This design comes from an exercise in tuning for small area on the open sky130 flow, not from production work. Function was checked by simulation only, so behaviour that the tests miss may differ from the original.

// tv80a
module tv80a ( 
  m1_n, mreq_n, iorq_n, rd_n, wr_n, rfsh_n, halt_n, busak_n, A, dout,
  reset_n, clk, wait_n, int_n, nmi_n, busrq_n, di
  );
Settings: LEC_CHECK=0, CAP_MARGIN=25, CORE_MARGIN=2, CORE_UTILIZATION=35, GPL_TIMING_DRIVEN=0, SLEW_MARGIN=18, SYNTH_HIERARCHICAL=1, SYNTH_MINIMUM_KEEP_SIZE=0; clock period 20.0 ns.
standard.sh (not shown) runs the stock make flow with config.mk's settings and CLKGATE_MAP_FILE= SYNTH_SCRIPT=/design/flow/synth_recipe.tcl, a recipe that flattens the netlist after the stock synthesis.
==> flow/flow/run.sh <==
#!/bin/bash
# Own flow: the standard layout (standard.sh), with these changes:
#  - synthesis maps the combinational logic of each module with an
#    area-oriented abc script (see my_synth.tcl; registers are mapped before
#    abc, exactly as in the standard synthesis), and leaves adders to abc
#    instead of mapping them to full/half-adder cells first;
#  - ports are buffered with the smallest buffer;
#  - CTS uses no dummy loads and clkbuf_8 buffers.
# Each tool's output goes to a log file in this folder.
set -euo pipefail
W=$(pwd)
F=$W/flow
export MY_ABC_SCRIPT=$F/abc_area_deep.script
CTS="-sink_clustering_enable -repair_clock_nets -dont_use_dummy_load -buf_list sky130_fd_sc_hd__clkbuf_8 -sink_clustering_size 12 -sink_clustering_max_diameter 80"
bash standard.sh SYNTH_SCRIPT=$F/my_synth.tcl ADDER_MAP_FILE= "CTS_ARGS=$CTS" \
  "BUFFER_PORTS_ARGS=-buffer_cell sky130_fd_sc_hd__buf_1" finish > $W/flow_make.log 2>&1
cp orfs/logs/sky130hd/tv80a/base/*.log $W/ 2>/dev/null || true
test -f out/final.def
==> flow/flow/abc_area_deep.script <==
&get -n
&st
&deepsyn -T 30
&st
&deepsyn -T 30 -S 3
&dch -f
&nf -a -p -F 8 -A 4
&put
mfs2 -a
&get -n
&st
&dch -f
&nf -a -p -F 8 -A 4
&put
mfs2 -a
&get -n
&st
&dch -f
&nf -a -p -F 8 -A 4
&put
topo
==> flow/flow/my_synth.tcl <==
# The standard synthesis script (synth_recipe.tcl), with one change: the
# combinational logic is mapped by abc with an area-oriented script
# (flow/abc_area_deep.script) instead of ORFS's speed script. Registers are
# mapped before abc, so they are the same as the standard synthesis's.
proc synth {args} { yosys synth -nofsm -noshare {*}$args }
proc abc {args} {
  set i [lsearch $args -script]
  lset args [expr {$i+1}] $::env(MY_ABC_SCRIPT)
  set j [lsearch $args -D]
  if {$j >= 0} { set args [lreplace $args $j [expr {$j+1}]] }
  puts "my_synth: abc $args"
  yosys abc {*}$args
}
source $::env(SCRIPTS_DIR)/synth.tcl
# left out here: clear keep_hierarchy, flatten, clean up, hide names made inside functions, write 1_2_yosys.v
Next try:
--- a/flow/flow/run.sh
+++ b/flow/flow/run.sh
@@ -15 +15 @@
-bash standard.sh SYNTH_SCRIPT=$F/my_synth.tcl ADDER_MAP_FILE= "CTS_ARGS=$CTS" \
+bash standard.sh SYNTH_SCRIPT=$F/my_synth.tcl ADDER_MAP_FILE= RECOVER_POWER=100 "CTS_ARGS=$CTS" \
What happened: This time the run completed, yet does not pass: capacitance limit, slew limit. Final cell count falls slightly. Die area falls slightly. Routed wire length falls slightly. Clock skew rises by 0.0098 ns.
Next try:
--- a/flow/flow/run.sh
+++ b/flow/flow/run.sh
@@ -15 +15 @@
-bash standard.sh SYNTH_SCRIPT=$F/my_synth.tcl ADDER_MAP_FILE= RECOVER_POWER=100 "CTS_ARGS=$CTS" \
+bash standard.sh SYNTH_SCRIPT=$F/my_synth.tcl ADDER_MAP_FILE= "CTS_ARGS=$CTS" \
--- a/flow/flow/abc_area_deep.script
+++ b/flow/flow/abc_area_deep.script
@@ -3 +3 @@
-&deepsyn -T 30
+&deepsyn -T 60
@@ -5 +5 @@
-&deepsyn -T 30 -S 3
+&deepsyn -T 60 -S 3
Outcome: Now the flow passed the timing, design-rule and antenna checks. Design area goes up by 1.2%. Count of clock-buffer cells in the layout does not change. Setup slack got worse by 0.029 ns. Clock skew goes down by 0.013 ns. Via count hardly moves. Flip-flop and latch count is unchanged. Synthesized area is about the same.
Next try:
--- a/flow/flow/run.sh
+++ b/flow/flow/run.sh
@@ -14 +14 @@
-CTS="-sink_clustering_enable -repair_clock_nets -dont_use_dummy_load -buf_list sky130_fd_sc_hd__clkbuf_8 -sink_clustering_size 12 -sink_clustering_max_diameter 80"
+CTS="-sink_clustering_enable -repair_clock_nets -dont_use_dummy_load -buf_list sky130_fd_sc_hd__clkbuf_8 -sink_clustering_size 14 -sink_clustering_max_diameter 80"
--- a/flow/flow/abc_area_deep.script
+++ b/flow/flow/abc_area_deep.script
@@ -3 +3 @@
-&deepsyn -T 60
+&deepsyn -T 30
@@ -5 +5 @@
-&deepsyn -T 60 -S 3
+&deepsyn -T 30 -S 3
- SLEW_MARGIN: 18 -> 16
Hold slack hardly moves. Area after synthesis is about the same. Wire length is lower by 0.49%. Clock-buffer cell count is lower by 3. Design area barely changes. Cell count is higher by 0.78%. Core utilization hardly moves. Setup slack loses 0.018 ns.
Next try:
--- a/flow/flow/run.sh
+++ b/flow/flow/run.sh
@@ -14 +14 @@
-CTS="-sink_clustering_enable -repair_clock_nets -dont_use_dummy_load -buf_list sky130_fd_sc_hd__clkbuf_8 -sink_clustering_size 14 -sink_clustering_max_diameter 80"
+CTS="-sink_clustering_enable -repair_clock_nets -dont_use_dummy_load -buf_list sky130_fd_sc_hd__clkbuf_8 -sink_clustering_size 12 -sink_clustering_max_diameter 80"
- PLACE_DENSITY: unset -> 0.7
- SLEW_MARGIN: 16 -> 18
Effect: The changed run ran to the end with no violations. Worst hold slack improved by 0.0079 ns. Cell area barely changes. Register-to-register slack improved by 0.56 ns.

* * *

## job 101
tv80a, a different RTL version from the one above (not shown whole).
Size: ~3000 cells after synthesis, ~46 I/O pins, ~25000 sq um of cells after synthesis.
Settings: LEC_CHECK=0, CAP_MARGIN=18, CORE_MARGIN=2, CORE_UTILIZATION=35, GPL_TIMING_DRIVEN=0, SLEW_MARGIN=18, SYNTH_HIERARCHICAL=1, SYNTH_MINIMUM_KEEP_SIZE=0; clock period 20.0 ns.
==> flow/flow/run.sh <==
#!/bin/bash
# Own flow: the standard layout (standard.sh), with these changes:
#  - synthesis maps the combinational logic of each module with an
#    area-oriented abc script (see my_synth.tcl; registers are mapped before
#    abc, exactly as in the standard synthesis);
#  - ports are buffered with the smallest buffer;
#  - CTS uses no dummy loads and clkbuf_8 buffers.
# Each tool's output goes to a log file in this folder.
set -euo pipefail
W=$(pwd)
F=$W/flow
export MY_ABC_SCRIPT=$F/abc_area_deep.script
CTS="-sink_clustering_enable -repair_clock_nets -dont_use_dummy_load -buf_list sky130_fd_sc_hd__clkbuf_8 -sink_clustering_size 12 -sink_clustering_max_diameter 80"
bash standard.sh SYNTH_SCRIPT=$F/my_synth.tcl "CTS_ARGS=$CTS" \
  "BUFFER_PORTS_ARGS=-buffer_cell sky130_fd_sc_hd__buf_1" finish > $W/flow_make.log 2>&1
cp orfs/logs/sky130hd/tv80a/base/*.log $W/ 2>/dev/null || true
test -f out/final.def
==> flow/flow/abc_area_deep.script <==
&get -n
&st
&deepsyn -T 30
&st
&deepsyn -T 30 -S 3
&dch -f
&nf -a -p -F 8 -A 4
&put
mfs2 -a
&get -n
&st
&dch -f
&nf -a -p -F 8 -A 4
&put
mfs2 -a
&get -n
&st
&dch -f
&nf -a -p -F 8 -A 4
&put
topo
Scripts as last shown in full above: flow/flow/my_synth.tcl
> inputs changed (job 101 -> job 102)
- CAP_MARGIN: 18 -> 5
- SLEW_MARGIN: 18 -> 5
--- a/flow/flow/run.sh
+++ b/flow/flow/run.sh
@@ -5,5 +5,5 @@
 #    abc, exactly as in the standard synthesis);
 #  - ports are buffered with the smallest buffer;
-#  - CTS uses no dummy loads and clkbuf_8 buffers.
+#  - CTS uses no dummy loads, clkbuf_16 buffers and larger sink clusters.
 # Each tool's output goes to a log file in this folder.
 set -euo pipefail
@@ -11,5 +11,5 @@
 F=$W/flow
 export MY_ABC_SCRIPT=$F/abc_area_deep.script
-CTS="-sink_clustering_enable -repair_clock_nets -dont_use_dummy_load -buf_list sky130_fd_sc_hd__clkbuf_8 -sink_clustering_size 12 -sink_clustering_max_diameter 80"
+CTS="-sink_clustering_enable -repair_clock_nets -dont_use_dummy_load -buf_list sky130_fd_sc_hd__clkbuf_16 -sink_clustering_size 24 -sink_clustering_max_diameter 60"
 bash standard.sh SYNTH_SCRIPT=$F/my_synth.tcl "CTS_ARGS=$CTS" \
   "BUFFER_PORTS_ARGS=-buffer_cell sky130_fd_sc_hd__buf_1" finish > $W/flow_make.log 2>&1
==> flow/flow/abc_area_deep.script <==
&get -n
&st
&deepsyn -T 30
&dch -f
&nf -a -p -F 8 -A 4
&st
&dch -f
&nf -a -p -F 8 -A 4
&put
topo
==> results.txt <==
Job 102 finished every stage; the final checks, however, were not passed, the failures being max-capacitance violations, max-slew violations. Re utilization: job 102 is 0.40 points down on job 101. Relative to job 101, met1 demand-to-capacity share in global routing increased by 2.1 points in job 102. The count of pins over their slew limit of job 102 is higher than that of job 101. Diff job 101 -> job 102: non-clock buffer count moved down.

* * *

tv80a, a different RTL version from the one above (not shown whole).
Size in the first run: about 46 I/O pins, about 28,000 µm² of cells after synthesis.
export LEC_CHECK = 0
export CAP_MARGIN = 20
export CORE_MARGIN = 2
export CORE_UTILIZATION = 50
export GPL_TIMING_DRIVEN = 0
export SLEW_MARGIN = 20
create_clock -name core_clock -period 20.0 [get_ports {clk}]
==> flow/flow/run.sh <==
#!/bin/bash
# Own flow: the standard layout (standard.sh), with these changes:
#  - synthesis maps the combinational logic with an area-oriented abc script
#    (see my_synth.tcl; registers are mapped before abc, as in the standard one);
#  - ports are buffered with the smallest buffer;
#  - CTS uses no dummy loads and clkbuf_8 buffers.
# Each tool's output goes to a log file in this folder.
set -euo pipefail
W=$(pwd)
F=$W/flow
export MY_ABC_SCRIPT=$F/abc_area_deep.script
CTS="-sink_clustering_enable -repair_clock_nets -dont_use_dummy_load -buf_list sky130_fd_sc_hd__clkbuf_8"
bash standard.sh SYNTH_SCRIPT=$F/my_synth.tcl "CTS_ARGS=$CTS" \
  "BUFFER_PORTS_ARGS=-buffer_cell sky130_fd_sc_hd__buf_1" finish > $W/flow_make.log 2>&1
cp orfs/logs/sky130hd/tv80a/base/*.log $W/ 2>/dev/null || true
test -f out/final.def
==> flow/flow/abc_area_deep.script <==
&get -n
&st
&deepsyn -T 120
&dch -f
&nf -a
&put
topo
Scripts as last shown in full above: flow/flow/my_synth.tcl
The baseline completed without violations.
Change:
==> flow/flow/run.sh (replaced) <==
#!/bin/bash
# Own flow: the standard layout (standard.sh), but synthesis maps the
# combinational logic with an area-oriented abc script (see my_synth.tcl),
# and CTS runs without dummy loads. Each tool's output goes to a log here.
set -euo pipefail
W=$(pwd)
F=$W/flow
export MY_ABC_SCRIPT=$F/abc_area_deep.script
CTS="-sink_clustering_enable -repair_clock_nets -dont_use_dummy_load"
bash standard.sh SYNTH_SCRIPT=$F/my_synth.tcl "CTS_ARGS=$CTS" finish > $W/flow_make.log 2>&1
cp orfs/logs/sky130hd/tv80a/base/*.log $W/ 2>/dev/null || true
test -f out/final.def
--- a/flow/config.mk
+++ b/flow/config.mk
@@ -8,5 +8,4 @@
 export CAP_MARGIN = 20
 export CORE_MARGIN = 2
-export CORE_UTILIZATION = 50
-export GPL_TIMING_DRIVEN = 0
+export CORE_UTILIZATION = 30
 export SLEW_MARGIN = 20
Effect: Setup slack got worse by 0.32 ns; flip-flop and latch count stays the same; routed wire length increases by 9.2%.

* * *

tv80a again, from the RTL that the note above started with.
clock: 20.0 ns
lec_check: 0
cap_margin: 20
core_margin: 2
core_utilization: 30
slew_margin: 20
run.sh (not shown) runs the stock make flow with config.mk's settings and CLKGATE_MAP_FILE= SYNTH_SCRIPT=/design/flow/synth_recipe.tcl, a recipe that flattens the netlist after the stock synthesis.
Stock flow here: none of the scripts above is used.
The first run completed with no timing, DRC or antenna violations.
Edit:
==> flow/flow/run.sh (new file) <==
#!/bin/bash
# Own flow: the standard layout (standard.sh), but synthesis maps the
# combinational logic with an area-oriented abc script (see my_synth.tcl),
# and CTS runs without dummy loads. Each tool's output goes to a log here.
set -euo pipefail
W=$(pwd)
F=$W/flow
export MY_ABC_SCRIPT=$F/abc_area_deep.script
CTS="-sink_clustering_enable -repair_clock_nets -dont_use_dummy_load"
bash standard.sh SYNTH_SCRIPT=$F/my_synth.tcl "CTS_ARGS=$CTS" finish > $W/flow_make.log 2>&1
cp orfs/logs/sky130hd/tv80a/base/*.log $W/ 2>/dev/null || true
test -f out/final.def
==> flow/flow/abc_area_deep.script (new file) <==
&get -n
&st
&deepsyn -T 120
&dch -f
&nf -a
&put
topo
==> flow/flow/my_synth.tcl (new file) <==
# The standard synthesis script (synth_recipe.tcl), with one change: the
# combinational logic is mapped by abc with an area-oriented script
# (flow/abc_area_deep.script) instead of ORFS's speed script. Registers are
# mapped before abc, so they are the same as the standard synthesis's.
proc synth {args} { yosys synth -nofsm -noshare {*}$args }
proc abc {args} {
  set i [lsearch $args -script]
  lset args [expr {$i+1}] $::env(MY_ABC_SCRIPT)
  set j [lsearch $args -D]
  if {$j >= 0} { set args [lreplace $args $j [expr {$j+1}]] }
  puts "my_synth: abc $args"
  yosys abc {*}$args
}
source $::env(SCRIPTS_DIR)/synth.tcl
# left out here: clear keep_hierarchy, flatten, clean up, hide names made inside functions, write 1_2_yosys.v
==> flow/standard.sh (new file) <==
#!/bin/bash
# synth_recipe.tcl (not shown) runs the flow's synth.tcl, then flattens the netlist and writes it again
# the make line also repeats each setting of config.mk as NAME=value (left out here)
make -C /OpenROAD-flow-scripts/flow DESIGN_CONFIG=/design/flow/config.mk WORK_HOME=/design/flow/orfs CLKGATE_MAP_FILE= SYNTH_SCRIPT=/design/flow/synth_recipe.tcl "${@:-finish}"
CAP_MARGIN = 10   (was 20)
CORE_UTILIZATION = 50   (was 30)
SLEW_MARGIN = 10   (was 20)
removed: flow/run.sh
Outcome:
- The new run finished clean
- cell count came out lower by 30%
- routed wire length drops by 20%
- flip-flop and latch count does not change
- cell area drops by 22%
- worst hold slack is better by 14 ps
- non-clock buffer count shrinks by 56
- clock skew rises by 13 ps
